This design comes from an exercise in tuning for small area, a short achievable clock period and few clock cycles per item on the open sky130 flow, not from production work.
Function was not checked in any run shown here: the RTL went through the layout flow alone.
Power is estimated from default activity; no workload was simulated.

## flow/design.v (module list and top-level ports; edited modules follow where they fit)
// module wallace_multi: 1610 lines
// module mfa: 4 lines
// module mha: 4 lines
module wallace_multi (
    input clk,
    input rst,
    input [15:0] a,
    input [15:0] b,
    output reg [31:0] p,
    output reg done
);
  // ...
==> flow/run.sh <==
#!/bin/bash
# synth_recipe.tcl (not shown) runs the flow's synth.tcl, then flattens the netlist and writes it again
# the make line also repeats each setting of config.mk as NAME=value (left out here)
make -C /OpenROAD-flow-scripts/flow DESIGN_CONFIG=/design/flow/config.mk WORK_HOME=/design/flow/orfs CLKGATE_MAP_FILE= SYNTH_SCRIPT=/design/flow/synth_recipe.tcl finish
==> flow/config.mk <==
export PLATFORM = sky130hd
export DESIGN_NAME = wallace_multi
export DESIGN_NICKNAME = wallace_multi
export VERILOG_FILES = /design/flow/design.v
export SDC_FILE = /design/flow/constraint.sdc
export NUM_CORES = 4
export LEC_CHECK = 0
export CAP_MARGIN = 20
export CORE_MARGIN = 2
export CORE_UTILIZATION = 40
export SLEW_MARGIN = 20
export SYNTH_HIERARCHICAL = 1
==> flow/constraint.sdc <==
create_clock -name core_clock -period 4.0 [get_ports {clk}]
set_input_delay 0.8000 -clock core_clock [delete_from_list [all_inputs] [get_ports {clk}]]
set_output_delay 0.8000 -clock core_clock [all_outputs]
set_load 0.01 [all_outputs]
==> results.ini, run 1 <==
[power_and_ir_drop]
switchingPower_w=0.00335
power_leader=combinational cells
pg_comb_w=0.00433

[final_layout]
fillCellCount=2814
layout.cells.most_common=nand2_1
syn_to_final_growth_pct=16.4
multi_input_area_share_pct=52.6
layout.cells.non_filler=1744
inverters_excl_clock=36
dominant-cell-class=multi-input combinational cells

[worst_setup_path]
crit_arrival_ns=3.77
max_stage_delay_ns=0.55

[synthesis]
syn_inst=1297

[clock_tree]
clk_latency_ns=0.44
cts_resized=0
clock_sinks=198
clk_pin_slew_ns=0.07
cts_buffers=17

[route]
top_layer=met4

[place]
routabilityCongestion=0.919
portBuffers=66
dp_cells=1712

[timing]
setup_tns_ns=0
min_period_ns=3.46

[run_status]
outcome=timing/DRC/antenna clean

[global_routing]
grt-ovfl-total=0

[hold_path]
hold_depth=0

[floorplanning]
taps=390
initial_core_util_pct=40.3

==> run 2: changes to the inputs <==
==> flow/design.v (replaced) <==
module wallace_multi (
    input clk,
    input rst,
    input [15:0] a,
    input [15:0] b,
    output reg [31:0] p,
    output reg done
);
    wire c185;
    wire c187;
    wire c189;
    wire c191;
    wire c193;
    wire c195;
    wire c197;
    wire c199;
    wire c201;
    wire c203;
    wire c205;
    wire c209;
    wire c211;
    wire c213;
    wire c215;
    wire c219;
    wire c221;
    wire c223;
    wire c228;
    wire c231;
    wire c233;
    wire c235;
    wire c237;
    wire c242;
    wire c244;
    wire c246;
    wire c248;
    wire c250;
    wire c255;
    wire c257;
    wire c259;
    wire c261;
    wire c263;
    wire c265;
    wire c270;
    wire c272;
    wire c274;
    wire c276;
    wire c278;
    wire c283;
    wire c287;
    wire c289;
    wire c291;
    wire c293;
    wire c295;
    wire c297;
    wire c302;
    wire c305;
    wire c307;
    wire c309;
    wire c311;
    wire c313;
    wire c315;
    wire c320;
    wire c323;
    wire c325;
    wire c327;
    wire c329;
    wire c331;
    wire c333;
    wire c338;
    wire c342;
    wire c344;
    wire c346;
    wire c348;
    wire c350;
    wire c352;
    wire c354;
    wire c359;
    wire c361;
    wire c363;
    wire c365;
    wire c367;
    wire c369;
    wire c371;
    wire c376;
    wire c379;
    wire c381;
    wire c383;
    wire c385;
    wire c387;
    wire c389;
    wire c394;
    wire c397;
    wire c399;
    wire c401;
    wire c403;
    wire c405;
    wire c410;
    wire c413;
    wire c415;
    wire c417;
    wire c419;
    wire c421;
    wire c426;
    wire c429;
    wire c431;
    wire c433;
    wire c435;
    wire c440;
    wire c443;
    wire c445;
    wire c447;
    wire c449;
    wire c454;
    wire c457;
    wire c459;
    wire c461;
    wire c463;
    wire c467;
    wire c469;
    wire c471;
    wire c473;
    wire c478;
    wire c480;
    wire c482;
    wire c487;
    wire c489;
    wire c491;
    wire c496;
    wire c498;
    wire c500;
    wire c502;
    wire c504;
    wire c506;
    wire c508;
    wire n1;
    wire n2;
    wire n3;
    wire n4;
    wire n5;
    wire n6;
    wire n7;
    wire n8;
    wire n9;
    wire n10;
    wire n11;
    wire n12;
    wire n13;
    wire n14;
    wire n15;
    wire n16;
    wire n17;
    wire n18;
    wire n19;
    wire n20;
    wire n21;
    wire n22;
    wire n23;
    wire n24;
    wire n25;
    wire n26;
    wire n27;
    wire n28;
    wire n29;
    wire n30;
    wire n31;
    wire n32;
    wire n33;
    wire n34;
    wire n35;
    wire n36;
    wire n37;
    wire n38;
    wire n39;
    wire n40;
    wire n41;
    wire n42;
    wire n43;
    wire n44;
    wire n45;
    wire n46;
    wire n47;
    wire n48;
    wire n49;
    wire n50;
    wire n51;
    wire n52;
    wire n53;
    wire n54;
    wire n55;
    wire n56;
    wire n57;
    wire n58;
    wire n59;
    wire n60;
    wire n61;
    wire n62;
    wire n63;
    wire n64;
    wire n65;
    wire n66;
    wire n67;
    wire n68;
    wire n69;
    wire n70;
    wire n71;
    wire n72;
    wire n73;
    wire n74;
    wire n75;
    wire n76;
    wire n77;
    wire n78;
    wire n79;
    wire n80;
    wire n81;
    wire n82;
    wire n83;
    wire n84;
    wire n85;
    wire n86;
    wire n87;
    wire n88;
    wire n89;
    wire n90;
    wire n91;
    wire n92;
    wire n93;
    wire n94;
    wire n95;
    wire n96;
    wire n97;
    wire n98;
    wire n99;
    wire n100;
    wire n101;
    wire n102;
    wire n103;
    wire n104;
    wire n105;
    wire n106;
    wire n107;
    wire n108;
    wire n109;
    wire n110;
    wire n111;
    wire n112;
    wire n113;
    wire n114;
    wire n115;
    wire n116;
    wire n117;
    wire n118;
    wire n119;
    wire n120;
    wire n121;
    wire n122;
    wire n123;
    wire n124;
    wire n125;
    wire n126;
    wire n127;
    wire n128;
    wire n129;
    wire n130;
    wire n131;
    wire n132;
    wire n133;
    wire n134;
    wire n135;
    wire n136;
    wire n137;
    wire n138;
    wire n139;
    wire n140;
    wire n141;
    wire n142;
    wire n143;
    wire n144;
    wire n145;
    wire n146;
    wire n147;
    wire n148;
    wire n149;
    wire n150;
    wire n151;
    wire n152;
    wire n153;
    wire n154;
    wire n155;
    wire n156;
    wire n157;
    wire n158;
    wire n159;
    wire n160;
    wire n161;
    wire n162;
    wire n163;
    wire n164;
    wire n165;
    wire n166;
    wire n167;
    wire n168;
    wire n169;
    wire n170;
    wire n171;
    wire n172;
    wire n173;
    wire n174;
    wire n175;
    wire n176;
    wire n177;
    wire n178;
    wire n179;
    wire n180;
    wire n181;
    wire n182;
    wire n183;
    wire n509;
    wire n510;
    wire n511;
    wire n512;
    wire n513;
    wire n514;
    wire n515;
    wire n516;
    wire n517;
    wire n518;
    wire n521;
    wire n522;
    wire n524;
    wire n525;
    wire n526;
    wire n527;
    wire n528;
    wire n529;
    wire n530;
    wire n531;
    wire n532;
    wire n533;
    wire n534;
    wire n535;
    wire n536;
    wire n537;
    wire n538;
    wire n539;
    wire n540;
    wire n541;
    wire n542;
    wire n543;
    wire n544;
    wire n545;
    wire n546;
    wire n547;
    wire n548;
    wire n549;
    wire n550;
    wire n551;
    wire n552;
    wire n553;
    wire n554;
    wire n555;
    wire n556;
    wire n557;
    wire n558;
    wire n559;
    wire n560;
    wire n561;
    wire n562;
    wire n563;
    wire n564;
    wire n565;
    wire n567;
    wire n568;
    wire n569;
    wire n572;
    wire n573;
    wire n574;
    wire n575;
    wire n576;
    wire n577;
    wire n578;
    wire n579;
    wire n580;
    wire n584;
    wire n586;
    wire n587;
    wire n588;
    wire n589;
    wire n590;
    wire n591;
    wire n592;
    wire n593;
    wire n594;
    wire n595;
    wire n596;
    wire n597;
    wire n598;
    wire n599;
    wire n600;
    wire n601;
    wire n602;
    wire n603;
    wire n604;
    wire n605;
    wire n606;
    wire n607;
    wire n608;
    wire n610;
    wire n611;
    wire n615;
    wire n617;
    wire n618;
    wire n619;
    wire n620;
    wire n621;
    wire n622;
    wire n623;
    wire n624;
    wire n625;
    wire n626;
    wire n627;
    wire n628;
    wire n629;
    wire n630;
    wire n631;
    wire n632;
    wire n633;
    wire n634;
    wire n635;
    wire n636;
    wire n637;
    wire n638;
    wire n639;
    wire n640;
    wire n641;
    wire n642;
    wire n643;
    wire n644;
    wire n645;
    wire n646;
    wire n647;
    wire n648;
    wire n649;
    wire n651;
    wire n653;
    wire n654;
    wire n655;
    wire n656;
    wire n657;
    wire n658;
    wire n659;
    wire n660;
    wire n661;
    wire n662;
    wire n663;
    wire n664;
    wire n665;
    wire n669;
    wire n671;
    wire n675;
    wire n677;
    wire n680;
    wire n681;
    wire n684;
    wire n685;
    wire n688;
    wire n689;
    wire n690;
    wire n691;
    wire n692;
    wire n693;
    wire n694;
    wire n695;
    wire n696;
    wire n697;
    wire n698;
    wire n699;
    wire n700;
    wire n701;
    wire n702;
    wire n703;
    wire n704;
    wire n705;
    wire n706;
    wire n707;
    wire n708;
    wire n709;
    wire n713;
    wire n715;
    wire n716;
    wire n717;
    wire n720;
    wire n721;
    wire n724;
    wire n725;
    wire n728;
    wire n729;
    wire n732;
    wire n733;
    wire n736;
    wire n737;
    wire n740;
    wire n741;
    wire n744;
    wire n745;
    wire n748;
    wire n749;
    wire n752;
    wire n753;
    wire n756;
    wire n757;
    wire n760;
    wire n761;
    wire n762;
    wire n763;
    wire n764;
    wire n765;
    wire n766;
    wire n767;
    wire n768;
    wire n769;
    wire n770;
    wire n771;
    wire n772;
    wire n773;
    wire n774;
    wire n775;
    wire n776;
    wire n777;
    wire n778;
    wire n779;
    wire n780;
    wire n781;
    wire n782;
    wire n783;
    wire n784;
    wire n785;
    wire n786;
    wire n787;
    wire n788;
    wire n789;
    wire n790;
    wire n791;
    wire n792;
    wire n793;
    wire n794;
    wire n795;
    wire n796;
    wire n797;
    wire n798;
    wire n799;
    wire n802;
    wire n805;
    wire n807;
    wire n808;
    wire n810;
    wire n812;
    wire n814;
    wire n815;
    wire n817;
    wire n819;
    wire n821;
    wire n822;
    wire n824;
    wire n826;
    wire n828;
    wire n830;
    wire n832;
    wire n834;
    wire n836;
    reg r206;
    reg r207;
    reg r216;
    reg r217;
    reg r224;
    reg r225;
    reg r226;
    reg r229;
    reg r238;
    reg r239;
    reg r240;
    reg r251;
    reg r252;
    reg r253;
    reg r266;
    reg r267;
    reg r268;
    reg r279;
    reg r280;
    reg r281;
    reg r284;
    reg r285;
    reg r298;
    reg r299;
    reg r300;
    reg r303;
    reg r316;
    reg r317;
    reg r318;
    reg r321;
    reg r334;
    reg r335;
    reg r336;
    reg r339;
    reg r340;
    reg r355;
    reg r356;
    reg r357;
    reg r372;
    reg r373;
    reg r374;
    reg r377;
    reg r390;
    reg r391;
    reg r392;
    reg r395;
    reg r406;
    reg r407;
    reg r408;
    reg r411;
    reg r422;
    reg r423;
    reg r424;
    reg r427;
    reg r436;
    reg r437;
    reg r438;
    reg r441;
    reg r450;
    reg r451;
    reg r452;
    reg r455;
    reg r464;
    reg r465;
    reg r474;
    reg r475;
    reg r476;
    reg r483;
    reg r484;
    reg r485;
    reg r492;
    reg r493;
    reg r494;
    reg r519;
    reg r520;
    reg r523;
    reg r566;
    reg r570;
    reg r571;
    reg r581;
    reg r582;
    reg r583;
    reg r585;
    reg r609;
    reg r612;
    reg r613;
    reg r614;
    reg r616;
    reg r650;
    reg r652;
    reg r666;
    reg r667;
    reg r668;
    reg r670;
    reg r672;
    reg r673;
    reg r674;
    reg r676;
    reg r678;
    reg r679;
    reg r682;
    reg r683;
    reg r686;
    reg r687;
    reg r710;
    reg r711;
    reg r712;
    reg r714;
    reg r718;
    reg r719;
    reg r722;
    reg r723;
    reg r726;
    reg r727;
    reg r730;
    reg r731;
    reg r734;
    reg r735;
    reg r738;
    reg r739;
    reg r742;
    reg r743;
    reg r746;
    reg r747;
    reg r750;
    reg r751;
    reg r754;
    reg r755;
    reg r758;
    reg r759;
    reg r800;
    reg r801;
    reg r803;
    reg r804;
    reg r806;
    reg r809;
    reg r811;
    reg r813;
    reg r816;
    reg r818;
    reg r820;
    reg r823;
    reg r825;
    reg r827;
    reg r829;
    reg r831;
    reg r833;
    reg r835;
    reg r837;
    reg r838;
    reg r839;
    reg r840;
    reg r841;
    reg r842;
    reg r843;
    reg r844;
    reg r845;
    reg r846;
    reg r847;
    reg r848;
    reg r849;
    reg r850;
    reg r851;
    reg r852;
    reg r853;
    wire s184;
    wire s186;
    wire s188;
    wire s190;
    wire s192;
    wire s194;
    wire s196;
    wire s198;
    wire s200;
    wire s202;
    wire s204;
    wire s208;
    wire s210;
    wire s212;
    wire s214;
    wire s218;
    wire s220;
    wire s222;
    wire s227;
    wire s230;
    wire s232;
    wire s234;
    wire s236;
    wire s241;
    wire s243;
    wire s245;
    wire s247;
    wire s249;
    wire s254;
    wire s256;
    wire s258;
    wire s260;
    wire s262;
    wire s264;
    wire s269;
    wire s271;
    wire s273;
    wire s275;
    wire s277;
    wire s282;
    wire s286;
    wire s288;
    wire s290;
    wire s292;
    wire s294;
    wire s296;
    wire s301;
    wire s304;
    wire s306;
    wire s308;
    wire s310;
    wire s312;
    wire s314;
    wire s319;
    wire s322;
    wire s324;
    wire s326;
    wire s328;
    wire s330;
    wire s332;
    wire s337;
    wire s341;
    wire s343;
    wire s345;
    wire s347;
    wire s349;
    wire s351;
    wire s353;
    wire s358;
    wire s360;
    wire s362;
    wire s364;
    wire s366;
    wire s368;
    wire s370;
    wire s375;
    wire s378;
    wire s380;
    wire s382;
    wire s384;
    wire s386;
    wire s388;
    wire s393;
    wire s396;
    wire s398;
    wire s400;
    wire s402;
    wire s404;
    wire s409;
    wire s412;
    wire s414;
    wire s416;
    wire s418;
    wire s420;
    wire s425;
    wire s428;
    wire s430;
    wire s432;
    wire s434;
    wire s439;
    wire s442;
    wire s444;
    wire s446;
    wire s448;
    wire s453;
    wire s456;
    wire s458;
    wire s460;
    wire s462;
    wire s466;
    wire s468;
    wire s470;
    wire s472;
    wire s477;
    wire s479;
    wire s481;
    wire s486;
    wire s488;
    wire s490;
    wire s495;
    wire s497;
    wire s499;
    wire s501;
    wire s503;
    wire s505;
    wire s507;
    assign n1 = b[1] & ~b[0];
    assign n2 = b[2] ^ b[1];
    assign n3 = (b[3] & ~b[2] & ~b[1]) | (~b[3] & b[2] & b[1]);
    assign n4 = b[4] ^ b[3];
    assign n5 = (b[5] & ~b[4] & ~b[3]) | (~b[5] & b[4] & b[3]);
    assign n6 = b[6] ^ b[5];
    assign n7 = (b[7] & ~b[6] & ~b[5]) | (~b[7] & b[6] & b[5]);
    assign n8 = b[8] ^ b[7];
    assign n9 = (b[9] & ~b[8] & ~b[7]) | (~b[9] & b[8] & b[7]);
    assign n10 = b[10] ^ b[9];
    assign n11 = (b[11] & ~b[10] & ~b[9]) | (~b[11] & b[10] & b[9]);
    assign n12 = b[12] ^ b[11];
    assign n13 = (b[13] & ~b[12] & ~b[11]) | (~b[13] & b[12] & b[11]);
    assign n14 = b[14] ^ b[13];
    assign n15 = (b[15] & ~b[14] & ~b[13]) | (~b[15] & b[14] & b[13]);
    assign n16 = (b[0] & a[0]) ^ b[1];
    mbs un17 (.one(b[0]), .a1(a[1]), .two(n1), .a0(a[0]), .neg(b[1]), .x(n17));
    mbs un18 (.one(b[0]), .a1(a[2]), .two(n1), .a0(a[1]), .neg(b[1]), .x(n18));
    mbs un19 (.one(b[0]), .a1(a[3]), .two(n1), .a0(a[2]), .neg(b[1]), .x(n19));
    mbs un20 (.one(b[0]), .a1(a[4]), .two(n1), .a0(a[3]), .neg(b[1]), .x(n20));
    mbs un21 (.one(b[0]), .a1(a[5]), .two(n1), .a0(a[4]), .neg(b[1]), .x(n21));
    mbs un22 (.one(b[0]), .a1(a[6]), .two(n1), .a0(a[5]), .neg(b[1]), .x(n22));
    mbs un23 (.one(b[0]), .a1(a[7]), .two(n1), .a0(a[6]), .neg(b[1]), .x(n23));
    mbs un24 (.one(b[0]), .a1(a[8]), .two(n1), .a0(a[7]), .neg(b[1]), .x(n24));
    mbs un25 (.one(b[0]), .a1(a[9]), .two(n1), .a0(a[8]), .neg(b[1]), .x(n25));
    mbs un26 (.one(b[0]), .a1(a[10]), .two(n1), .a0(a[9]), .neg(b[1]), .x(n26));
    mbs un27 (.one(b[0]), .a1(a[11]), .two(n1), .a0(a[10]), .neg(b[1]), .x(n27));
    mbs un28 (.one(b[0]), .a1(a[12]), .two(n1), .a0(a[11]), .neg(b[1]), .x(n28));
    mbs un29 (.one(b[0]), .a1(a[13]), .two(n1), .a0(a[12]), .neg(b[1]), .x(n29));
    mbs un30 (.one(b[0]), .a1(a[14]), .two(n1), .a0(a[13]), .neg(b[1]), .x(n30));
    mbs un31 (.one(b[0]), .a1(a[15]), .two(n1), .a0(a[14]), .neg(b[1]), .x(n31));
    assign n32 = (n1 & a[15]) ^ b[1];
    assign n33 = ~b[1];
    assign n34 = (n2 & a[0]) ^ b[3];
    mbs un35 (.one(n2), .a1(a[1]), .two(n3), .a0(a[0]), .neg(b[3]), .x(n35));
    mbs un36 (.one(n2), .a1(a[2]), .two(n3), .a0(a[1]), .neg(b[3]), .x(n36));
    mbs un37 (.one(n2), .a1(a[3]), .two(n3), .a0(a[2]), .neg(b[3]), .x(n37));
    mbs un38 (.one(n2), .a1(a[4]), .two(n3), .a0(a[3]), .neg(b[3]), .x(n38));
    mbs un39 (.one(n2), .a1(a[5]), .two(n3), .a0(a[4]), .neg(b[3]), .x(n39));
    mbs un40 (.one(n2), .a1(a[6]), .two(n3), .a0(a[5]), .neg(b[3]), .x(n40));
    mbs un41 (.one(n2), .a1(a[7]), .two(n3), .a0(a[6]), .neg(b[3]), .x(n41));
    mbs un42 (.one(n2), .a1(a[8]), .two(n3), .a0(a[7]), .neg(b[3]), .x(n42));
    mbs un43 (.one(n2), .a1(a[9]), .two(n3), .a0(a[8]), .neg(b[3]), .x(n43));
    mbs un44 (.one(n2), .a1(a[10]), .two(n3), .a0(a[9]), .neg(b[3]), .x(n44));
    mbs un45 (.one(n2), .a1(a[11]), .two(n3), .a0(a[10]), .neg(b[3]), .x(n45));
    mbs un46 (.one(n2), .a1(a[12]), .two(n3), .a0(a[11]), .neg(b[3]), .x(n46));
    mbs un47 (.one(n2), .a1(a[13]), .two(n3), .a0(a[12]), .neg(b[3]), .x(n47));
    mbs un48 (.one(n2), .a1(a[14]), .two(n3), .a0(a[13]), .neg(b[3]), .x(n48));
    mbs un49 (.one(n2), .a1(a[15]), .two(n3), .a0(a[14]), .neg(b[3]), .x(n49));
    assign n50 = (n3 & a[15]) ^ b[3];
    assign n51 = ~b[3];
    assign n52 = (n4 & a[0]) ^ b[5];
    mbs un53 (.one(n4), .a1(a[1]), .two(n5), .a0(a[0]), .neg(b[5]), .x(n53));
    mbs un54 (.one(n4), .a1(a[2]), .two(n5), .a0(a[1]), .neg(b[5]), .x(n54));
    mbs un55 (.one(n4), .a1(a[3]), .two(n5), .a0(a[2]), .neg(b[5]), .x(n55));
    mbs un56 (.one(n4), .a1(a[4]), .two(n5), .a0(a[3]), .neg(b[5]), .x(n56));
    mbs un57 (.one(n4), .a1(a[5]), .two(n5), .a0(a[4]), .neg(b[5]), .x(n57));
    mbs un58 (.one(n4), .a1(a[6]), .two(n5), .a0(a[5]), .neg(b[5]), .x(n58));
    mbs un59 (.one(n4), .a1(a[7]), .two(n5), .a0(a[6]), .neg(b[5]), .x(n59));
    mbs un60 (.one(n4), .a1(a[8]), .two(n5), .a0(a[7]), .neg(b[5]), .x(n60));
    mbs un61 (.one(n4), .a1(a[9]), .two(n5), .a0(a[8]), .neg(b[5]), .x(n61));
    mbs un62 (.one(n4), .a1(a[10]), .two(n5), .a0(a[9]), .neg(b[5]), .x(n62));
    mbs un63 (.one(n4), .a1(a[11]), .two(n5), .a0(a[10]), .neg(b[5]), .x(n63));
    mbs un64 (.one(n4), .a1(a[12]), .two(n5), .a0(a[11]), .neg(b[5]), .x(n64));
    mbs un65 (.one(n4), .a1(a[13]), .two(n5), .a0(a[12]), .neg(b[5]), .x(n65));
    mbs un66 (.one(n4), .a1(a[14]), .two(n5), .a0(a[13]), .neg(b[5]), .x(n66));
    mbs un67 (.one(n4), .a1(a[15]), .two(n5), .a0(a[14]), .neg(b[5]), .x(n67));
    assign n68 = (n5 & a[15]) ^ b[5];
    assign n69 = ~b[5];
    assign n70 = (n6 & a[0]) ^ b[7];
    mbs un71 (.one(n6), .a1(a[1]), .two(n7), .a0(a[0]), .neg(b[7]), .x(n71));
    mbs un72 (.one(n6), .a1(a[2]), .two(n7), .a0(a[1]), .neg(b[7]), .x(n72));
    mbs un73 (.one(n6), .a1(a[3]), .two(n7), .a0(a[2]), .neg(b[7]), .x(n73));
    mbs un74 (.one(n6), .a1(a[4]), .two(n7), .a0(a[3]), .neg(b[7]), .x(n74));
    mbs un75 (.one(n6), .a1(a[5]), .two(n7), .a0(a[4]), .neg(b[7]), .x(n75));
    mbs un76 (.one(n6), .a1(a[6]), .two(n7), .a0(a[5]), .neg(b[7]), .x(n76));
    mbs un77 (.one(n6), .a1(a[7]), .two(n7), .a0(a[6]), .neg(b[7]), .x(n77));
    mbs un78 (.one(n6), .a1(a[8]), .two(n7), .a0(a[7]), .neg(b[7]), .x(n78));
    mbs un79 (.one(n6), .a1(a[9]), .two(n7), .a0(a[8]), .neg(b[7]), .x(n79));
    mbs un80 (.one(n6), .a1(a[10]), .two(n7), .a0(a[9]), .neg(b[7]), .x(n80));
    mbs un81 (.one(n6), .a1(a[11]), .two(n7), .a0(a[10]), .neg(b[7]), .x(n81));
    mbs un82 (.one(n6), .a1(a[12]), .two(n7), .a0(a[11]), .neg(b[7]), .x(n82));
    mbs un83 (.one(n6), .a1(a[13]), .two(n7), .a0(a[12]), .neg(b[7]), .x(n83));
    mbs un84 (.one(n6), .a1(a[14]), .two(n7), .a0(a[13]), .neg(b[7]), .x(n84));
    mbs un85 (.one(n6), .a1(a[15]), .two(n7), .a0(a[14]), .neg(b[7]), .x(n85));
    assign n86 = (n7 & a[15]) ^ b[7];
    assign n87 = ~b[7];
    assign n88 = (n8 & a[0]) ^ b[9];
    mbs un89 (.one(n8), .a1(a[1]), .two(n9), .a0(a[0]), .neg(b[9]), .x(n89));
    mbs un90 (.one(n8), .a1(a[2]), .two(n9), .a0(a[1]), .neg(b[9]), .x(n90));
    mbs un91 (.one(n8), .a1(a[3]), .two(n9), .a0(a[2]), .neg(b[9]), .x(n91));
    mbs un92 (.one(n8), .a1(a[4]), .two(n9), .a0(a[3]), .neg(b[9]), .x(n92));
    mbs un93 (.one(n8), .a1(a[5]), .two(n9), .a0(a[4]), .neg(b[9]), .x(n93));
    mbs un94 (.one(n8), .a1(a[6]), .two(n9), .a0(a[5]), .neg(b[9]), .x(n94));
    mbs un95 (.one(n8), .a1(a[7]), .two(n9), .a0(a[6]), .neg(b[9]), .x(n95));
    mbs un96 (.one(n8), .a1(a[8]), .two(n9), .a0(a[7]), .neg(b[9]), .x(n96));
    mbs un97 (.one(n8), .a1(a[9]), .two(n9), .a0(a[8]), .neg(b[9]), .x(n97));
    mbs un98 (.one(n8), .a1(a[10]), .two(n9), .a0(a[9]), .neg(b[9]), .x(n98));
    mbs un99 (.one(n8), .a1(a[11]), .two(n9), .a0(a[10]), .neg(b[9]), .x(n99));
    mbs un100 (.one(n8), .a1(a[12]), .two(n9), .a0(a[11]), .neg(b[9]), .x(n100));
    mbs un101 (.one(n8), .a1(a[13]), .two(n9), .a0(a[12]), .neg(b[9]), .x(n101));
    mbs un102 (.one(n8), .a1(a[14]), .two(n9), .a0(a[13]), .neg(b[9]), .x(n102));
    mbs un103 (.one(n8), .a1(a[15]), .two(n9), .a0(a[14]), .neg(b[9]), .x(n103));
    assign n104 = (n9 & a[15]) ^ b[9];
    assign n105 = ~b[9];
    assign n106 = (n10 & a[0]) ^ b[11];
    mbs un107 (.one(n10), .a1(a[1]), .two(n11), .a0(a[0]), .neg(b[11]), .x(n107));
    mbs un108 (.one(n10), .a1(a[2]), .two(n11), .a0(a[1]), .neg(b[11]), .x(n108));
    mbs un109 (.one(n10), .a1(a[3]), .two(n11), .a0(a[2]), .neg(b[11]), .x(n109));
    mbs un110 (.one(n10), .a1(a[4]), .two(n11), .a0(a[3]), .neg(b[11]), .x(n110));
    mbs un111 (.one(n10), .a1(a[5]), .two(n11), .a0(a[4]), .neg(b[11]), .x(n111));
    mbs un112 (.one(n10), .a1(a[6]), .two(n11), .a0(a[5]), .neg(b[11]), .x(n112));
    mbs un113 (.one(n10), .a1(a[7]), .two(n11), .a0(a[6]), .neg(b[11]), .x(n113));
    mbs un114 (.one(n10), .a1(a[8]), .two(n11), .a0(a[7]), .neg(b[11]), .x(n114));
    mbs un115 (.one(n10), .a1(a[9]), .two(n11), .a0(a[8]), .neg(b[11]), .x(n115));
    mbs un116 (.one(n10), .a1(a[10]), .two(n11), .a0(a[9]), .neg(b[11]), .x(n116));
    mbs un117 (.one(n10), .a1(a[11]), .two(n11), .a0(a[10]), .neg(b[11]), .x(n117));
    mbs un118 (.one(n10), .a1(a[12]), .two(n11), .a0(a[11]), .neg(b[11]), .x(n118));
    mbs un119 (.one(n10), .a1(a[13]), .two(n11), .a0(a[12]), .neg(b[11]), .x(n119));
    mbs un120 (.one(n10), .a1(a[14]), .two(n11), .a0(a[13]), .neg(b[11]), .x(n120));
    mbs un121 (.one(n10), .a1(a[15]), .two(n11), .a0(a[14]), .neg(b[11]), .x(n121));
    assign n122 = (n11 & a[15]) ^ b[11];
    assign n123 = ~b[11];
    assign n124 = (n12 & a[0]) ^ b[13];
    mbs un125 (.one(n12), .a1(a[1]), .two(n13), .a0(a[0]), .neg(b[13]), .x(n125));
    mbs un126 (.one(n12), .a1(a[2]), .two(n13), .a0(a[1]), .neg(b[13]), .x(n126));
    mbs un127 (.one(n12), .a1(a[3]), .two(n13), .a0(a[2]), .neg(b[13]), .x(n127));
    mbs un128 (.one(n12), .a1(a[4]), .two(n13), .a0(a[3]), .neg(b[13]), .x(n128));
    mbs un129 (.one(n12), .a1(a[5]), .two(n13), .a0(a[4]), .neg(b[13]), .x(n129));
    mbs un130 (.one(n12), .a1(a[6]), .two(n13), .a0(a[5]), .neg(b[13]), .x(n130));
    mbs un131 (.one(n12), .a1(a[7]), .two(n13), .a0(a[6]), .neg(b[13]), .x(n131));
    mbs un132 (.one(n12), .a1(a[8]), .two(n13), .a0(a[7]), .neg(b[13]), .x(n132));
    mbs un133 (.one(n12), .a1(a[9]), .two(n13), .a0(a[8]), .neg(b[13]), .x(n133));
    mbs un134 (.one(n12), .a1(a[10]), .two(n13), .a0(a[9]), .neg(b[13]), .x(n134));
    mbs un135 (.one(n12), .a1(a[11]), .two(n13), .a0(a[10]), .neg(b[13]), .x(n135));
    mbs un136 (.one(n12), .a1(a[12]), .two(n13), .a0(a[11]), .neg(b[13]), .x(n136));
    mbs un137 (.one(n12), .a1(a[13]), .two(n13), .a0(a[12]), .neg(b[13]), .x(n137));
    mbs un138 (.one(n12), .a1(a[14]), .two(n13), .a0(a[13]), .neg(b[13]), .x(n138));
    mbs un139 (.one(n12), .a1(a[15]), .two(n13), .a0(a[14]), .neg(b[13]), .x(n139));
    assign n140 = (n13 & a[15]) ^ b[13];
    assign n141 = ~b[13];
    assign n142 = (n14 & a[0]) ^ b[15];
    mbs un143 (.one(n14), .a1(a[1]), .two(n15), .a0(a[0]), .neg(b[15]), .x(n143));
    mbs un144 (.one(n14), .a1(a[2]), .two(n15), .a0(a[1]), .neg(b[15]), .x(n144));
    mbs un145 (.one(n14), .a1(a[3]), .two(n15), .a0(a[2]), .neg(b[15]), .x(n145));
    mbs un146 (.one(n14), .a1(a[4]), .two(n15), .a0(a[3]), .neg(b[15]), .x(n146));
    mbs un147 (.one(n14), .a1(a[5]), .two(n15), .a0(a[4]), .neg(b[15]), .x(n147));
    mbs un148 (.one(n14), .a1(a[6]), .two(n15), .a0(a[5]), .neg(b[15]), .x(n148));
    mbs un149 (.one(n14), .a1(a[7]), .two(n15), .a0(a[6]), .neg(b[15]), .x(n149));
    mbs un150 (.one(n14), .a1(a[8]), .two(n15), .a0(a[7]), .neg(b[15]), .x(n150));
    mbs un151 (.one(n14), .a1(a[9]), .two(n15), .a0(a[8]), .neg(b[15]), .x(n151));
    mbs un152 (.one(n14), .a1(a[10]), .two(n15), .a0(a[9]), .neg(b[15]), .x(n152));
    mbs un153 (.one(n14), .a1(a[11]), .two(n15), .a0(a[10]), .neg(b[15]), .x(n153));
    mbs un154 (.one(n14), .a1(a[12]), .two(n15), .a0(a[11]), .neg(b[15]), .x(n154));
    mbs un155 (.one(n14), .a1(a[13]), .two(n15), .a0(a[12]), .neg(b[15]), .x(n155));
    mbs un156 (.one(n14), .a1(a[14]), .two(n15), .a0(a[13]), .neg(b[15]), .x(n156));
    mbs un157 (.one(n14), .a1(a[15]), .two(n15), .a0(a[14]), .neg(b[15]), .x(n157));
    assign n158 = (n15 & a[15]) ^ b[15];
    assign n159 = ~b[15];
    assign n160 = b[15] & a[0];
    assign n161 = b[15] & a[1];
    assign n162 = b[15] & a[2];
    assign n163 = b[15] & a[3];
    assign n164 = b[15] & a[4];
    assign n165 = b[15] & a[5];
    assign n166 = b[15] & a[6];
    assign n167 = b[15] & a[7];
    assign n168 = b[15] & a[8];
    assign n169 = b[15] & a[9];
    assign n170 = b[15] & a[10];
    assign n171 = b[15] & a[11];
    assign n172 = b[15] & a[12];
    assign n173 = b[15] & a[13];
    assign n174 = b[15] & a[14];
    assign n175 = b[15] & a[15];
    assign n176 = ~n161;
    assign n177 = ~n161;
    assign n178 = ~n164;
    assign n179 = ~n166;
    assign n180 = ~n168;
    assign n181 = ~n170;
    assign n182 = ~n172;
    assign n183 = ~n174;
    mha us184 (.a(b[3]), .b(n18), .s(s184), .co(c185));
    mha us186 (.a(n19), .b(n35), .s(s186), .co(c187));
    mfa us188 (.a(b[5]), .b(n20), .c(n36), .s(s188), .co(c189));
    mha us190 (.a(n52), .b(c187), .s(s190), .co(c191));
    mfa us192 (.a(n21), .b(n37), .c(n53), .s(s192), .co(c193));
    mha us194 (.a(c189), .b(s192), .s(s194), .co(c195));
    mfa us196 (.a(b[7]), .b(n22), .c(n38), .s(s196), .co(c197));
    mfa us198 (.a(n54), .b(n70), .c(c193), .s(s198), .co(c199));
    mha us200 (.a(s196), .b(c195), .s(s200), .co(c201));
    mfa us202 (.a(n23), .b(n39), .c(n55), .s(s202), .co(c203));
    mfa us204 (.a(n71), .b(c197), .c(s202), .s(s204), .co(c205));
    mfa us210 (.a(b[9]), .b(n24), .c(n40), .s(s210), .co(c211));
    mfa us212 (.a(n56), .b(n72), .c(n88), .s(s212), .co(c213));
    mfa us214 (.a(c203), .b(s210), .c(s212), .s(s214), .co(c215));
    mfa us220 (.a(n25), .b(n41), .c(n57), .s(s220), .co(c221));
    mfa us222 (.a(n73), .b(n89), .c(c211), .s(s222), .co(c223));
    mfa us232 (.a(b[11]), .b(n26), .c(n42), .s(s232), .co(c233));
    mfa us234 (.a(n58), .b(n74), .c(n90), .s(s234), .co(c235));
    mfa us236 (.a(n106), .b(c221), .c(s232), .s(s236), .co(c237));
    mfa us245 (.a(n27), .b(n43), .c(n59), .s(s245), .co(c246));
    mfa us247 (.a(n75), .b(n91), .c(n107), .s(s247), .co(c248));
    mfa us249 (.a(c233), .b(c235), .c(s245), .s(s249), .co(c250));
    mfa us258 (.a(b[13]), .b(n28), .c(n44), .s(s258), .co(c259));
    mfa us260 (.a(n60), .b(n76), .c(n92), .s(s260), .co(c261));
    mfa us262 (.a(n108), .b(n124), .c(c246), .s(s262), .co(c263));
    mfa us264 (.a(c248), .b(s258), .c(s260), .s(s264), .co(c265));
    mfa us273 (.a(n29), .b(n45), .c(n61), .s(s273), .co(c274));
    mfa us275 (.a(n77), .b(n93), .c(n109), .s(s275), .co(c276));
    mfa us277 (.a(n125), .b(c259), .c(c261), .s(s277), .co(c278));
    mfa us290 (.a(b[15]), .b(n30), .c(n46), .s(s290), .co(c291));
    mfa us292 (.a(n62), .b(n78), .c(n94), .s(s292), .co(c293));
    mfa us294 (.a(n110), .b(n126), .c(n142), .s(s294), .co(c295));
    mfa us296 (.a(c274), .b(c276), .c(s290), .s(s296), .co(c297));
    mfa us308 (.a(n31), .b(n47), .c(n63), .s(s308), .co(c309));
    mfa us310 (.a(n79), .b(n95), .c(n111), .s(s310), .co(c311));
    mfa us312 (.a(n127), .b(n143), .c(c291), .s(s312), .co(c313));
    mfa us314 (.a(c293), .b(c295), .c(s308), .s(s314), .co(c315));
    mfa us326 (.a(n160), .b(n32), .c(n48), .s(s326), .co(c327));
    mfa us328 (.a(n64), .b(n80), .c(n96), .s(s328), .co(c329));
    mfa us330 (.a(n112), .b(n128), .c(n144), .s(s330), .co(c331));
    mfa us332 (.a(c309), .b(c311), .c(s326), .s(s332), .co(c333));
    mfa us345 (.a(n33), .b(n176), .c(n49), .s(s345), .co(c346));
    mfa us347 (.a(n65), .b(n81), .c(n97), .s(s347), .co(c348));
    mfa us349 (.a(n113), .b(n129), .c(n145), .s(s349), .co(c350));
    mfa us351 (.a(c327), .b(c329), .c(c331), .s(s351), .co(c352));
    mfa us353 (.a(s345), .b(s347), .c(s349), .s(s353), .co(c354));
    mfa us362 (.a(n162), .b(n177), .c(n50), .s(s362), .co(c363));
    mfa us364 (.a(n66), .b(n82), .c(n98), .s(s364), .co(c365));
    mfa us366 (.a(n114), .b(n130), .c(n146), .s(s366), .co(c367));
    mfa us368 (.a(c346), .b(c348), .c(c350), .s(s368), .co(c369));
    mfa us370 (.a(s362), .b(s364), .c(s366), .s(s370), .co(c371));
    mfa us380 (.a(n51), .b(n163), .c(n161), .s(s380), .co(c381));
    mfa us382 (.a(s380), .b(n67), .c(n83), .s(s382), .co(c383));
    mfa us384 (.a(n99), .b(n115), .c(n131), .s(s384), .co(c385));
    mfa us386 (.a(n147), .b(c363), .c(c365), .s(s386), .co(c387));
    mfa us388 (.a(c367), .b(s382), .c(s384), .s(s388), .co(c389));
    mfa us398 (.a(n178), .b(c381), .c(n68), .s(s398), .co(c399));
    mfa us400 (.a(n84), .b(n100), .c(n116), .s(s400), .co(c401));
    mfa us402 (.a(n132), .b(n148), .c(c383), .s(s402), .co(c403));
    mfa us404 (.a(c385), .b(s398), .c(s400), .s(s404), .co(c405));
    mfa us414 (.a(n69), .b(n165), .c(n164), .s(s414), .co(c415));
    mfa us416 (.a(s414), .b(n85), .c(n101), .s(s416), .co(c417));
    mfa us418 (.a(n117), .b(n133), .c(n149), .s(s418), .co(c419));
    mfa us420 (.a(c399), .b(c401), .c(s416), .s(s420), .co(c421));
    mfa us430 (.a(n179), .b(c415), .c(n86), .s(s430), .co(c431));
    mfa us432 (.a(n102), .b(n118), .c(n134), .s(s432), .co(c433));
    mfa us434 (.a(n150), .b(c417), .c(c419), .s(s434), .co(c435));
    mfa us444 (.a(n87), .b(n167), .c(n166), .s(s444), .co(c445));
    mfa us446 (.a(s444), .b(n103), .c(n119), .s(s446), .co(c447));
    mfa us448 (.a(n135), .b(n151), .c(c431), .s(s448), .co(c449));
    mfa us458 (.a(n180), .b(c445), .c(n104), .s(s458), .co(c459));
    mfa us460 (.a(n120), .b(n136), .c(n152), .s(s460), .co(c461));
    mfa us462 (.a(c447), .b(s458), .c(s460), .s(s462), .co(c463));
    mfa us468 (.a(n105), .b(n169), .c(n168), .s(s468), .co(c469));
    mfa us470 (.a(s468), .b(n121), .c(n137), .s(s470), .co(c471));
    mfa us472 (.a(n153), .b(c459), .c(c461), .s(s472), .co(c473));
    mfa us479 (.a(n181), .b(c469), .c(n122), .s(s479), .co(c480));
    mfa us481 (.a(n138), .b(n154), .c(c471), .s(s481), .co(c482));
    mfa us488 (.a(n123), .b(n171), .c(n170), .s(s488), .co(c489));
    mfa us490 (.a(s488), .b(n139), .c(n155), .s(s490), .co(c491));
    mfa us497 (.a(n182), .b(c489), .c(n140), .s(s497), .co(c498));
    mfa us499 (.a(n156), .b(c491), .c(s497), .s(s499), .co(c500));
    mfa us501 (.a(n141), .b(n173), .c(n172), .s(s501), .co(c502));
    mfa us503 (.a(s501), .b(n157), .c(c498), .s(s503), .co(c504));
    mfa us505 (.a(n183), .b(c502), .c(n158), .s(s505), .co(c506));
    mfa us507 (.a(n159), .b(n175), .c(n174), .s(s507), .co(c508));
    assign n509 = n16 & b[1];
    assign n510 = n16 ^ b[1];
    assign n511 = n34 & s184;
    assign n512 = n34 ^ s184;
    assign n513 = c185 & s186;
    assign n514 = c185 ^ s186;
    assign n515 = s188 & s190;
    assign n516 = s188 ^ s190;
    assign n517 = c191 & s194;
    assign n518 = c191 ^ s194;
    assign n569 = c500 & s503;
    assign n573 = c504 & s505;
    assign n574 = c504 ^ s505;
    assign n575 = c506 & s507;
    assign n576 = c506 ^ s507;
    assign n577 = n17 & n509;
    assign n578 = n17 & n510;
    assign n579 = n513 | (n514 & n511);
    assign n580 = n514 & n512;
    assign n618 = n511 | (n512 & n577);
    assign n619 = n512 & n578;
    assign n620 = n579 | (n580 & n577);
    assign n621 = n580 & n578;
    assign n788 = n17 ^ n509;
    assign n789 = n512 ^ n577;
    assign n790 = n514 ^ n618;
    always @(posedge clk) begin
        r206 <= c199;
        r207 <= s204;
        r216 <= c205;
        r217 <= s214;
        r224 <= c213;
        r225 <= s220;
        r226 <= c215;
        r229 <= s222;
        r238 <= s234;
        r239 <= c223;
        r240 <= s236;
        r251 <= s247;
        r252 <= c237;
        r253 <= s249;
        r266 <= c250;
        r267 <= s262;
        r268 <= s264;
        r279 <= s273;
        r280 <= s275;
        r281 <= c263;
        r284 <= c265;
        r285 <= s277;
        r298 <= s292;
        r299 <= s294;
        r300 <= c278;
        r303 <= s296;
        r316 <= s310;
        r317 <= c297;
        r318 <= s312;
        r321 <= s314;
        r334 <= s328;
        r335 <= s330;
        r336 <= c313;
        r339 <= c315;
        r340 <= s332;
        r355 <= c333;
        r356 <= s351;
        r357 <= s353;
        r372 <= c352;
        r373 <= c354;
        r374 <= s368;
        r377 <= s370;
        r390 <= c369;
        r391 <= c371;
        r392 <= s386;
        r395 <= s388;
        r406 <= c387;
        r407 <= c389;
        r408 <= s402;
        r411 <= s404;
        r422 <= s418;
        r423 <= c403;
        r424 <= c405;
        r427 <= s420;
        r436 <= s430;
        r437 <= s432;
        r438 <= c421;
        r441 <= s434;
        r450 <= c433;
        r451 <= s446;
        r452 <= c435;
        r455 <= s448;
        r464 <= c449;
        r465 <= s462;
        r474 <= s470;
        r475 <= c463;
        r476 <= s472;
        r483 <= s479;
        r484 <= c473;
        r485 <= s481;
        r492 <= c480;
        r493 <= s490;
        r494 <= c482;
        r519 <= s198;
        r520 <= s200;
        r523 <= c201;
        r566 <= s499;
        r570 <= c500;
        r571 <= s503;
        r581 <= n517;
        r582 <= n518;
        r583 <= n515;
        r585 <= n516;
        r609 <= n569;
        r612 <= n575;
        r613 <= n576;
        r614 <= n573;
        r616 <= n574;
        r650 <= n620;
        r652 <= n621;
        r837 <= n510;
        r839 <= n788;
        r841 <= n789;
        r843 <= n790;
    end
    mha us208 (.a(r206), .b(r207), .s(s208), .co(c209));
    mha us218 (.a(r216), .b(r217), .s(s218), .co(c219));
    mfa us227 (.a(r224), .b(r225), .c(r226), .s(s227), .co(c228));
    mha us230 (.a(r229), .b(c219), .s(s230), .co(c231));
    mfa us241 (.a(r238), .b(r239), .c(r240), .s(s241), .co(c242));
    mha us243 (.a(c228), .b(s241), .s(s243), .co(c244));
    mfa us254 (.a(r251), .b(r252), .c(r253), .s(s254), .co(c255));
    mha us256 (.a(c242), .b(s254), .s(s256), .co(c257));
    mfa us269 (.a(r266), .b(r267), .c(r268), .s(s269), .co(c270));
    mha us271 (.a(c255), .b(s269), .s(s271), .co(c272));
    mfa us282 (.a(r279), .b(r280), .c(r281), .s(s282), .co(c283));
    mfa us286 (.a(r284), .b(r285), .c(c270), .s(s286), .co(c287));
    mha us288 (.a(s282), .b(c272), .s(s288), .co(c289));
    mfa us301 (.a(r298), .b(r299), .c(r300), .s(s301), .co(c302));
    mfa us304 (.a(r303), .b(c283), .c(s301), .s(s304), .co(c305));
    mha us306 (.a(c287), .b(s304), .s(s306), .co(c307));
    mfa us319 (.a(r316), .b(r317), .c(r318), .s(s319), .co(c320));
    mfa us322 (.a(r321), .b(c302), .c(s319), .s(s322), .co(c323));
    mha us324 (.a(c305), .b(s322), .s(s324), .co(c325));
    mfa us337 (.a(r334), .b(r335), .c(r336), .s(s337), .co(c338));
    mfa us341 (.a(r339), .b(r340), .c(c320), .s(s341), .co(c342));
    mfa us343 (.a(s337), .b(c323), .c(s341), .s(s343), .co(c344));
    mfa us358 (.a(r355), .b(r356), .c(r357), .s(s358), .co(c359));
    mfa us360 (.a(c338), .b(s358), .c(c342), .s(s360), .co(c361));
    mfa us375 (.a(r372), .b(r373), .c(r374), .s(s375), .co(c376));
    mfa us378 (.a(r377), .b(c359), .c(s375), .s(s378), .co(c379));
    mfa us393 (.a(r390), .b(r391), .c(r392), .s(s393), .co(c394));
    mfa us396 (.a(r395), .b(c376), .c(s393), .s(s396), .co(c397));
    mfa us409 (.a(r406), .b(r407), .c(r408), .s(s409), .co(c410));
    mfa us412 (.a(r411), .b(c394), .c(s409), .s(s412), .co(c413));
    mfa us425 (.a(r422), .b(r423), .c(r424), .s(s425), .co(c426));
    mfa us428 (.a(r427), .b(c410), .c(s425), .s(s428), .co(c429));
    mfa us439 (.a(r436), .b(r437), .c(r438), .s(s439), .co(c440));
    mfa us442 (.a(r441), .b(c426), .c(s439), .s(s442), .co(c443));
    mfa us453 (.a(r450), .b(r451), .c(r452), .s(s453), .co(c454));
    mfa us456 (.a(r455), .b(c440), .c(s453), .s(s456), .co(c457));
    mfa us466 (.a(r464), .b(r465), .c(c454), .s(s466), .co(c467));
    mfa us477 (.a(r474), .b(r475), .c(r476), .s(s477), .co(c478));
    mfa us486 (.a(r483), .b(r484), .c(r485), .s(s486), .co(c487));
    mfa us495 (.a(r492), .b(r493), .c(r494), .s(s495), .co(c496));
    assign n521 = r519 & r520;
    assign n522 = r519 ^ r520;
    assign n524 = r523 & s208;
    assign n525 = r523 ^ s208;
    assign n526 = c209 & s218;
    assign n527 = c209 ^ s218;
    assign n528 = s227 & s230;
    assign n529 = s227 ^ s230;
    assign n530 = c231 & s243;
    assign n531 = c231 ^ s243;
    assign n532 = c244 & s256;
    assign n533 = c244 ^ s256;
    assign n534 = c257 & s271;
    assign n535 = c257 ^ s271;
    assign n536 = s286 & s288;
    assign n537 = s286 ^ s288;
    assign n538 = c289 & s306;
    assign n539 = c289 ^ s306;
    assign n540 = c307 & s324;
    assign n541 = c307 ^ s324;
    assign n542 = c325 & s343;
    assign n543 = c325 ^ s343;
    assign n544 = c344 & s360;
    assign n545 = c344 ^ s360;
    assign n546 = c361 & s378;
    assign n547 = c361 ^ s378;
    assign n548 = c379 & s396;
    assign n549 = c379 ^ s396;
    assign n550 = c397 & s412;
    assign n551 = c397 ^ s412;
    assign n552 = c413 & s428;
    assign n553 = c413 ^ s428;
    assign n554 = c429 & s442;
    assign n555 = c429 ^ s442;
    assign n556 = c443 & s456;
    assign n557 = c443 ^ s456;
    assign n558 = c457 & s466;
    assign n559 = c457 ^ s466;
    assign n560 = c467 & s477;
    assign n561 = c467 ^ s477;
    assign n562 = c478 & s486;
    assign n563 = c478 ^ s486;
    assign n564 = c487 & s495;
    assign n565 = c487 ^ s495;
    assign n567 = c496 & r566;
    assign n568 = c496 ^ r566;
    assign n572 = r570 ^ r571;
    assign n584 = r581 | (r582 & r583);
    assign n586 = r582 & r585;
    assign n587 = n524 | (n525 & n521);
    assign n588 = n525 & n522;
    assign n589 = n528 | (n529 & n526);
    assign n590 = n529 & n527;
    assign n591 = n532 | (n533 & n530);
    assign n592 = n533 & n531;
    assign n593 = n536 | (n537 & n534);
    assign n594 = n537 & n535;
    assign n595 = n540 | (n541 & n538);
    assign n596 = n541 & n539;
    assign n597 = n544 | (n545 & n542);
    assign n598 = n545 & n543;
    assign n599 = n548 | (n549 & n546);
    assign n600 = n549 & n547;
    assign n601 = n552 | (n553 & n550);
    assign n602 = n553 & n551;
    assign n603 = n556 | (n557 & n554);
    assign n604 = n557 & n555;
    assign n605 = n560 | (n561 & n558);
    assign n606 = n561 & n559;
    assign n607 = n564 | (n565 & n562);
    assign n608 = n565 & n563;
    assign n610 = r609 | (n572 & n567);
    assign n611 = n572 & n568;
    assign n615 = r612 | (r613 & r614);
    assign n617 = r613 & r616;
    assign n622 = n521 | (n522 & n584);
    assign n623 = n522 & n586;
    assign n624 = n587 | (n588 & n584);
    assign n625 = n588 & n586;
    assign n626 = n530 | (n531 & n589);
    assign n627 = n531 & n590;
    assign n628 = n591 | (n592 & n589);
    assign n629 = n592 & n590;
    assign n630 = n538 | (n539 & n593);
    assign n631 = n539 & n594;
    assign n632 = n595 | (n596 & n593);
    assign n633 = n596 & n594;
    assign n634 = n546 | (n547 & n597);
    assign n635 = n547 & n598;
    assign n636 = n599 | (n600 & n597);
    assign n637 = n600 & n598;
    assign n638 = n554 | (n555 & n601);
    assign n639 = n555 & n602;
    assign n640 = n603 | (n604 & n601);
    assign n641 = n604 & n602;
    assign n642 = n562 | (n563 & n605);
    assign n643 = n563 & n606;
    assign n644 = n607 | (n608 & n605);
    assign n645 = n608 & n606;
    assign n646 = r614 | (r616 & n610);
    assign n647 = r616 & n611;
    assign n648 = n615 | (n617 & n610);
    assign n649 = n617 & n611;
    assign n651 = r583 | (r585 & r650);
    assign n653 = r585 & r652;
    assign n654 = n584 | (n586 & r650);
    assign n655 = n586 & r652;
    assign n656 = n622 | (n623 & r650);
    assign n657 = n623 & r652;
    assign n658 = n624 | (n625 & r650);
    assign n659 = n625 & r652;
    assign n660 = n534 | (n535 & n628);
    assign n661 = n535 & n629;
    assign n662 = n593 | (n594 & n628);
    assign n663 = n594 & n629;
    assign n664 = n630 | (n631 & n628);
    assign n665 = n631 & n629;
    assign n690 = n567 | (n568 & n644);
    assign n691 = n568 & n645;
    assign n692 = n610 | (n611 & n644);
    assign n693 = n611 & n645;
    assign n694 = n646 | (n647 & n644);
    assign n695 = n647 & n645;
    assign n696 = n648 | (n649 & n644);
    assign n697 = n649 & n645;
    assign n698 = n526 | (n527 & n658);
    assign n699 = n527 & n659;
    assign n700 = n589 | (n590 & n658);
    assign n701 = n590 & n659;
    assign n702 = n626 | (n627 & n658);
    assign n703 = n627 & n659;
    assign n704 = n628 | (n629 & n658);
    assign n705 = n629 & n659;
    assign n706 = n660 | (n661 & n658);
    assign n707 = n661 & n659;
    assign n708 = n662 | (n663 & n658);
    assign n709 = n663 & n659;
    assign n791 = r585 ^ r650;
    assign n792 = r582 ^ n651;
    assign n793 = n522 ^ n654;
    assign n794 = n525 ^ n656;
    assign n795 = n527 ^ n658;
    assign n796 = n529 ^ n698;
    assign n797 = n531 ^ n700;
    assign n798 = n533 ^ n702;
    assign n799 = n535 ^ n704;
    always @(posedge clk) begin
        r666 <= n632;
        r667 <= n633;
        r668 <= n628;
        r670 <= n629;
        r672 <= n550;
        r673 <= n551;
        r674 <= n636;
        r676 <= n637;
        r678 <= n601;
        r679 <= n602;
        r682 <= n638;
        r683 <= n639;
        r686 <= n640;
        r687 <= n641;
        r710 <= n664;
        r711 <= n665;
        r712 <= n658;
        r714 <= n659;
        r718 <= n558;
        r719 <= n559;
        r722 <= n605;
        r723 <= n606;
        r726 <= n642;
        r727 <= n643;
        r730 <= n644;
        r731 <= n645;
        r734 <= n690;
        r735 <= n691;
        r738 <= n692;
        r739 <= n693;
        r742 <= n694;
        r743 <= n695;
        r746 <= n696;
        r747 <= n697;
        r750 <= n542;
        r751 <= n543;
        r754 <= n597;
        r755 <= n598;
        r758 <= n634;
        r759 <= n635;
        r800 <= n537;
        r801 <= n706;
        r803 <= n539;
        r804 <= n708;
        r806 <= n541;
        r809 <= n545;
        r811 <= n547;
        r813 <= n549;
        r816 <= n553;
        r818 <= n555;
        r820 <= n557;
        r823 <= n561;
        r825 <= n563;
        r827 <= n565;
        r829 <= n568;
        r831 <= n572;
        r833 <= r616;
        r835 <= r613;
        r838 <= r837;
        r840 <= r839;
        r842 <= r841;
        r844 <= r843;
        r845 <= n791;
        r846 <= n792;
        r847 <= n793;
        r848 <= n794;
        r849 <= n795;
        r850 <= n796;
        r851 <= n797;
        r852 <= n798;
        r853 <= n799;
    end
    assign n669 = r666 | (r667 & r668);
    assign n671 = r667 & r670;
    assign n675 = r672 | (r673 & r674);
    assign n677 = r673 & r676;
    assign n680 = r678 | (r679 & r674);
    assign n681 = r679 & r676;
    assign n684 = r682 | (r683 & r674);
    assign n685 = r683 & r676;
    assign n688 = r686 | (r687 & r674);
    assign n689 = r687 & r676;
    assign n713 = r710 | (r711 & r712);
    assign n715 = r711 & r714;
    assign n716 = n669 | (n671 & r712);
    assign n717 = n671 & r714;
    assign n720 = r718 | (r719 & n688);
    assign n721 = r719 & n689;
    assign n724 = r722 | (r723 & n688);
    assign n725 = r723 & n689;
    assign n728 = r726 | (r727 & n688);
    assign n729 = r727 & n689;
    assign n732 = r730 | (r731 & n688);
    assign n733 = r731 & n689;
    assign n736 = r734 | (r735 & n688);
    assign n737 = r735 & n689;
    assign n740 = r738 | (r739 & n688);
    assign n741 = r739 & n689;
    assign n744 = r742 | (r743 & n688);
    assign n745 = r743 & n689;
    assign n748 = r746 | (r747 & n688);
    assign n749 = r747 & n689;
    assign n752 = r750 | (r751 & n716);
    assign n753 = r751 & n717;
    assign n756 = r754 | (r755 & n716);
    assign n757 = r755 & n717;
    assign n760 = r758 | (r759 & n716);
    assign n761 = r759 & n717;
    assign n762 = r674 | (r676 & n716);
    assign n763 = r676 & n717;
    assign n764 = n675 | (n677 & n716);
    assign n765 = n677 & n717;
    assign n766 = n680 | (n681 & n716);
    assign n767 = n681 & n717;
    assign n768 = n684 | (n685 & n716);
    assign n769 = n685 & n717;
    assign n770 = n688 | (n689 & n716);
    assign n771 = n689 & n717;
    assign n772 = n720 | (n721 & n716);
    assign n773 = n721 & n717;
    assign n774 = n724 | (n725 & n716);
    assign n775 = n725 & n717;
    assign n776 = n728 | (n729 & n716);
    assign n777 = n729 & n717;
    assign n778 = n732 | (n733 & n716);
    assign n779 = n733 & n717;
    assign n780 = n736 | (n737 & n716);
    assign n781 = n737 & n717;
    assign n782 = n740 | (n741 & n716);
    assign n783 = n741 & n717;
    assign n784 = n744 | (n745 & n716);
    assign n785 = n745 & n717;
    assign n786 = n748 | (n749 & n716);
    assign n787 = n749 & n717;
    assign n802 = r800 ^ r801;
    assign n805 = r803 ^ r804;
    assign n807 = r806 ^ n713;
    assign n808 = r751 ^ n716;
    assign n810 = r809 ^ n752;
    assign n812 = r811 ^ n756;
    assign n814 = r813 ^ n760;
    assign n815 = r673 ^ n762;
    assign n817 = r816 ^ n764;
    assign n819 = r818 ^ n766;
    assign n821 = r820 ^ n768;
    assign n822 = r719 ^ n770;
    assign n824 = r823 ^ n772;
    assign n826 = r825 ^ n774;
    assign n828 = r827 ^ n776;
    assign n830 = r829 ^ n778;
    assign n832 = r831 ^ n780;
    assign n834 = r833 ^ n782;
    assign n836 = r835 ^ n784;
    always @(*) p = {n836, n834, n832, n830, n828, n826, n824, n822, n821, n819, n817, n815, n814, n812, n810, n808, n807, n805, n802, r853, r852, r851, r850, r849, r848, r847, r846, r845, r844, r842, r840, r838};
    reg [0:0] v;
    always @(posedge clk or negedge rst) begin
        if (!rst) begin
            v <= 1'b0;
            done <= 1'b0;
        end else begin
            v <= 1'b1;
            done <= v[0];
        end
    end
endmodule
module mfa (input a, input b, input c, output s, output co);
    assign s = a ^ b ^ c;
    assign co = (a & b) | (a & c) | (b & c);
endmodule
module mha (input a, input b, output s, output co);
    assign s = a ^ b;
    assign co = a & b;
endmodule
module mbs (input one, input a1, input two, input a0, input neg, output x);
    wire m;
    ma22o u0 (.a(one), .b(a1), .c(two), .d(a0), .y(m));
    mxor u1 (.a(m), .b(neg), .y(x));
endmodule
module ma22o (input a, input b, input c, input d, output y);
    assign y = (a & b) | (c & d);
endmodule
module mxor (input a, input b, output y);
    assign y = a ^ b;
endmodule
==> flow/flow/run.sh (new file) <==
#!/bin/bash
set -euo pipefail
export BUFFER_PORTS_ARGS="-buffer_cell sky130_fd_sc_hd__buf_2"
bash standard.sh finish > orfs_make.log 2>&1
==> flow/standard.sh (new file) <==
#!/bin/bash
# synth_recipe.tcl (not shown) runs the flow's synth.tcl, then flattens the netlist and writes it again
# the make line also repeats each setting of config.mk as NAME=value (left out here)
make -C /OpenROAD-flow-scripts/flow DESIGN_CONFIG=/design/flow/config.mk WORK_HOME=/design/flow/orfs CLKGATE_MAP_FILE= SYNTH_SCRIPT=/design/flow/synth_recipe.tcl "${@:-finish}"
==> flow/config.mk (replaced) <==
export PLATFORM = sky130hd
export DESIGN_NAME = wallace_multi
export DESIGN_NICKNAME = wallace_multi
export VERILOG_FILES = /design/flow/design.v
export SDC_FILE = /design/flow/constraint.sdc
export NUM_CORES = 4
export LEC_CHECK = 0
export CAP_MARGIN = 20
export CORE_MARGIN = 2
export CORE_UTILIZATION = 40
export SETUP_SLACK_MARGIN = 1.2
export SLEW_MARGIN = 20
export SYNTH_HIERARCHICAL = 1
removed: flow/run.sh
==> run 2 against run 1 <==
Net effect:
- critical path type is now flop to primary output
- first-iteration DRC count is 61% lower
- via count fell by 32%
- sequential power decreased by 14%
- sequential share of layout area decreased by 0.31 points
- clock skew fell by 0.0042 ns
- worst setup slack improved by 0.64 ns
- core utilization is 0.23 points higher
- non-clock buffer count is 61 lower
==> results.ini, run 2 <==
[run_status]
outcome=timing/DRC/antenna clean  ; unchanged

[worst_setup_path]
required_ns=3.20  ; was 4.31 ns
rrSetupSlack_ns=1.35  ; was 1.34 ns
crit_chain=and2_1 > a311o_2 > a21o_4 > a21oi_2 > xnor2_1 > buf_2  ; was clkdlybuf4s50_1 > buf_4 > nand2_1 > nand2_1 > a21oi_1 > nor2_1 > a221oi_1 > fa_1 > fa_1
crit_fanout=8  ; was 13
timing.rr.start=r316  ; was r452
max_stage_delay_ns=0.42  ; was 0.55 ns
crit_arrival_ns=2.02  ; was 3.77 ns
path_delay_family=compound AO/OA/AOI/OAI gates  ; was adder cells
critPathLaunchType=flop  ; was input pin
cp.buffers_inverters=1  ; was 2
slowest_stage=a311o_2  ; was fa_1
cp-end-kind=primary output  ; was flop
worstReg2RegEnd=r674  ; was r751
path_class=flop to primary output  ; was input pin to flop
reg2reg_depth=7  ; was 8

[route]
drt-initial-drc-count=386  ; was 978
num_vias=6406  ; was 9471
viasPerCell=5.23  ; was 5.43
drc_errors=0  ; unchanged
avgRoutedWirePerCell_um=19.2  ; was 18.6 um
drtPass1Iterations=5  ; was 6
routed_wirelength_um=23600  ; was 32400 um
drtAntennaViolNets=0  ; unchanged

[place]
routabilityCongestion=0.864  ; was 0.919
dp_cells=1179  ; was 1712
portBuffers=66  ; unchanged
dp_hpwl_um=16600  ; was 24000 um

[synthesis]
synth_seq_area_share_pct=33.1  ; was 33.5%
mappedNetlistNets=1009  ; was 1492
ys_async_sr_fraction_pct=1.23  ; was 1.52%
yosysMostFrequentCell=dfxtp_1  ; was nand2_1
synth.cell_area_sq_um=9830  ; was 11900 sq um
yosys.area.top_type=dfxtp_1  ; unchanged
synthDistinctLibCells=33  ; was 42
yosys_register_bits=162  ; was 198
synth_top_cell_area_share_pct=32.6  ; was 32.9%
yosys_warnings=7  ; unchanged
post_synth_main_area_contributors=dfxtp_1 (33%), fa_1 (23%), xor2_1 (12%), a22o_1 (11%), ha_1 (5.9%)  ; was dfxtp_1 (33%), fa_1 (19%), a221oi_1 (6.9%), nand2_1 (6.8%), a21oi_1 (5.0%)
synth_ff_type=dfxtp_1  ; unchanged
yosys-top-cells-count=dfxtp_1 (160), xor2_1 (135), a22o_1 (120), fa_1 (113), ha_1 (46)  ; was nand2_1 (215), dfxtp_1 (195), a21oi_1 (118), fa_1 (114), nor2_1 (114)
syn_inst=816  ; was 1297
synth.avg_cell_area_sq_um=12.0  ; was 9.16 sq um
synth-edff-count=0  ; unchanged

[timing]
final_max_slew_viol_count=0  ; unchanged
setup_tns_ns=0  ; unchanged
rsz0062_at_grt=yes  ; was no
setup_viol=0  ; unchanged
fin_crit_sh_pct=70.5  ; was 86.5%
max_freq_mhz=354  ; was 289 MHz
slew_headroom_pct=62.2  ; was 34.6%
hold_slack_ns=0.153  ; was 0.326 ns
tightest_slew_ns=0.567  ; was 0.982 ns
skew_ns=0.00725  ; was 0.0114 ns
hold_violations=0  ; unchanged
min_period_ns=2.82  ; was 3.46 ns

[clock_tree]
ctsRootBufferMaster=clkbuf_16  ; unchanged
cts_max_path_buffers=2  ; unchanged
clk_pin_slew_ns=0.07  ; about the same
clock_sinks=162  ; was 198
cts_buffers=17  ; unchanged
clk_latency_ns=0.43  ; was 0.44 ns
cts_tree=done  ; unchanged
h-tree-depth=4  ; unchanged
hold_buffers=0  ; unchanged

[final_layout]
nets=1078  ; was 1536
syn_to_final_growth_pct=16.3  ; was 16.4%
fillCellCount=2316  ; was 2814
layout.cells.most_common=dfxtp_1  ; was nand2_1
layout.cells.non_filler=1224  ; was 1744
drive_above_1_share_pct=18.4  ; was 9.16%
layout_common_cells=dfxtp_1 (160), xor2_1 (128), a22o_1 (120)  ; was nand2_1 (215), dfxtp_1 (195), a21oi_1 (118)

[power_and_ir_drop]
finalPower_w=0.00966  ; was 0.00923 W
peakVddDrop_mv=0.402  ; was 0.383 mV
p_per_area_nw_per_um2=845  ; was 668 nW/um^2
p_leak_nw=5.06  ; was 5.85 nW

[floorplanning]
fp.dieH_um=161  ; was 176 um
core_sq_um=24200  ; was 29500 sq um
row_count=57  ; was 63
initial_core_util_pct=40.5  ; was 40.3%
die_area_sq_um=25800  ; was 31100 sq um
die_w_um=161  ; was 176 um
num_io_pins=67  ; unchanged

[global_routing]
grt_start_max_net_pins=36  ; was 37
grt_usage_pct=19.1  ; was 21.7%
grt_pass1_wl_um=37900  ; was 52400 um
antenna_found_initial=3  ; was 0
grt_pass1_vias=6769  ; was 9227
grt-ovfl-total=0  ; unchanged

[hold_path]
hold_class=input pin to asynchronous set/reset pin  ; was flop to flop

[flow_run]
maxCapViolations=0  ; unchanged

## run 2: cell count changes in the layout (fill, tap and decap cells not counted), sizes merged, moves of 16 or more
cell,change
nand2,-194
xor2,+116
nor2,-111
a22o,+106
a221oi,-93
a21oi,-90
clkdlybuf4s50,-66
dfxtp,-35
and2,-16
## run 2: where the power goes
part / total (W) / internal (W) / switching [W]
Combinational: 0.00508 / 0.00242 / 0.00267
Sequential: 0.00277 / 0.00246 / 0.000312
Clock: 0.00180 / 0.00107 / 0.000734
Total: 0.00966 / 0.00595 / 0.00371
## run 2: stage by stage
step / instance area, sq um / utilization, % / setup slack [ns]
after floorplan: 10100 / - / 1.18
after global placement: 10600 / 43.7 / 0.728
after detailed placement: 10600 / 43.7 / 0.715
after CTS: 11300 / 46.6 / 1.14
after global routing: 11400 / 47.1 / 1.05
final: 11400 / 47.1 / 1.18
## run 2: kinds of logic after synthesis
| group | count (synthesis) | share of synthesized area [%] |
|---|---|---|
| compound gates | 193 | 15.6 |
| xor+xnor | 164 | 14.6 |
| flops | 162 | 33.1 |
| fa+ha+maj | 159 | 28.9 |
| simple gates | 71 | 3.96 |
| buf+inv | 66 | 3.82 |
| other cells | 1 | 0.0382 |
## run 2: area by class of cell
type	instances	area, sq um	share of cell area (%)
multi-input cells	591	6500	56.8
flip-flops and latches	162	3250	28.5
repair buffers	90	536	4.69
clock buffers	17	425	3.72
well taps	324	405	3.55
clock inverters	15	219	1.92
inverters	23	88.8	0.777
diodes	2	5.00	0.0438
## run 2: what timing repair did
action                     4_1_cts  5_1_grt
buffers inserted                 3        5
pin swaps                       14        6
cloned                           1        2
resized for setup                4       13
setup endpoints to repair       12       35
## run 2: Yosys stat by module (local to each module, per instance), a selection
| module | flip-flops and latches | copies in the design | cell area (sq um) |
|---|---|---|---|
| mha | 0 | 14 | 12.5 |
| mxor | 0 | 120 | 8.76 |
| ma22o | 0 | 120 | 8.76 |
| wallace_multi | 162 | 1 | 5310 |
| mfa | 0 | 112 | 20.0 |
## run 2: worst max path at each step
stage | startpoint | endpoint | depth (start not counted)
3_3_place_gp | b[15] | r427 | 7
3_5_place_dp | b[15] | r427 | 7
5_1_grt | r670 | p[31] | 6
2_1_floorplan | b[11] | r395 | 7
6_report | r676 | p[28] | 6
4_1_cts | r670 | p[28] | 6
## run 2: metal layers
layer / wire length, um / global-route usage (%) / vias to the layer above
li1: - / - / 2950
met1: 10500 / 25.5 / 3239
met2: 11400 / 31.6 / 191
met3: 1340 / 3.93 / 24
met4: 329 / 5.11 / 2
met5: 11 / 0 / -

-- re-timing with driven ports --
How much do the figures lean on ideal ports? The routed layouts below were timed once more, with nothing changed but the port constraints. Step 1 assumes that a clkbuf_16 drives the clock port and a buf_2 every other input. Step 2 adds t to the input delays and takes it off the output delays; t is the mean of the earliest and latest rising clock arrival at the registers after step 1. Input paths then give back, and output paths get back, about the clock's delay inside the block. Three values: ideal, step 1, step 2; two values: the first two.
run | t (ns) | setup WS [ns] | worst hold slack (ns) | latest minus earliest clock arrival (ns) | worst register clock-pin slew, ns
run 1 | 0.484 | 0.538 / 0.568 / 0.084 | 0.326 / 0.326 / 0.326 | 0.015 / 0.016 | 0.08 / 0.08
run 2 | 0.468 | 1.178 / 1.130 / 0.749 | 0.153 / 0.130 / 0.330 | 0.012 / 0.012 | 0.07 / 0.07
After both steps setup and hold are still met in every run listed. The setup slack of run 1, which loses most, moves by +0.030 ns with the drivers and by -0.454 ns with both steps.
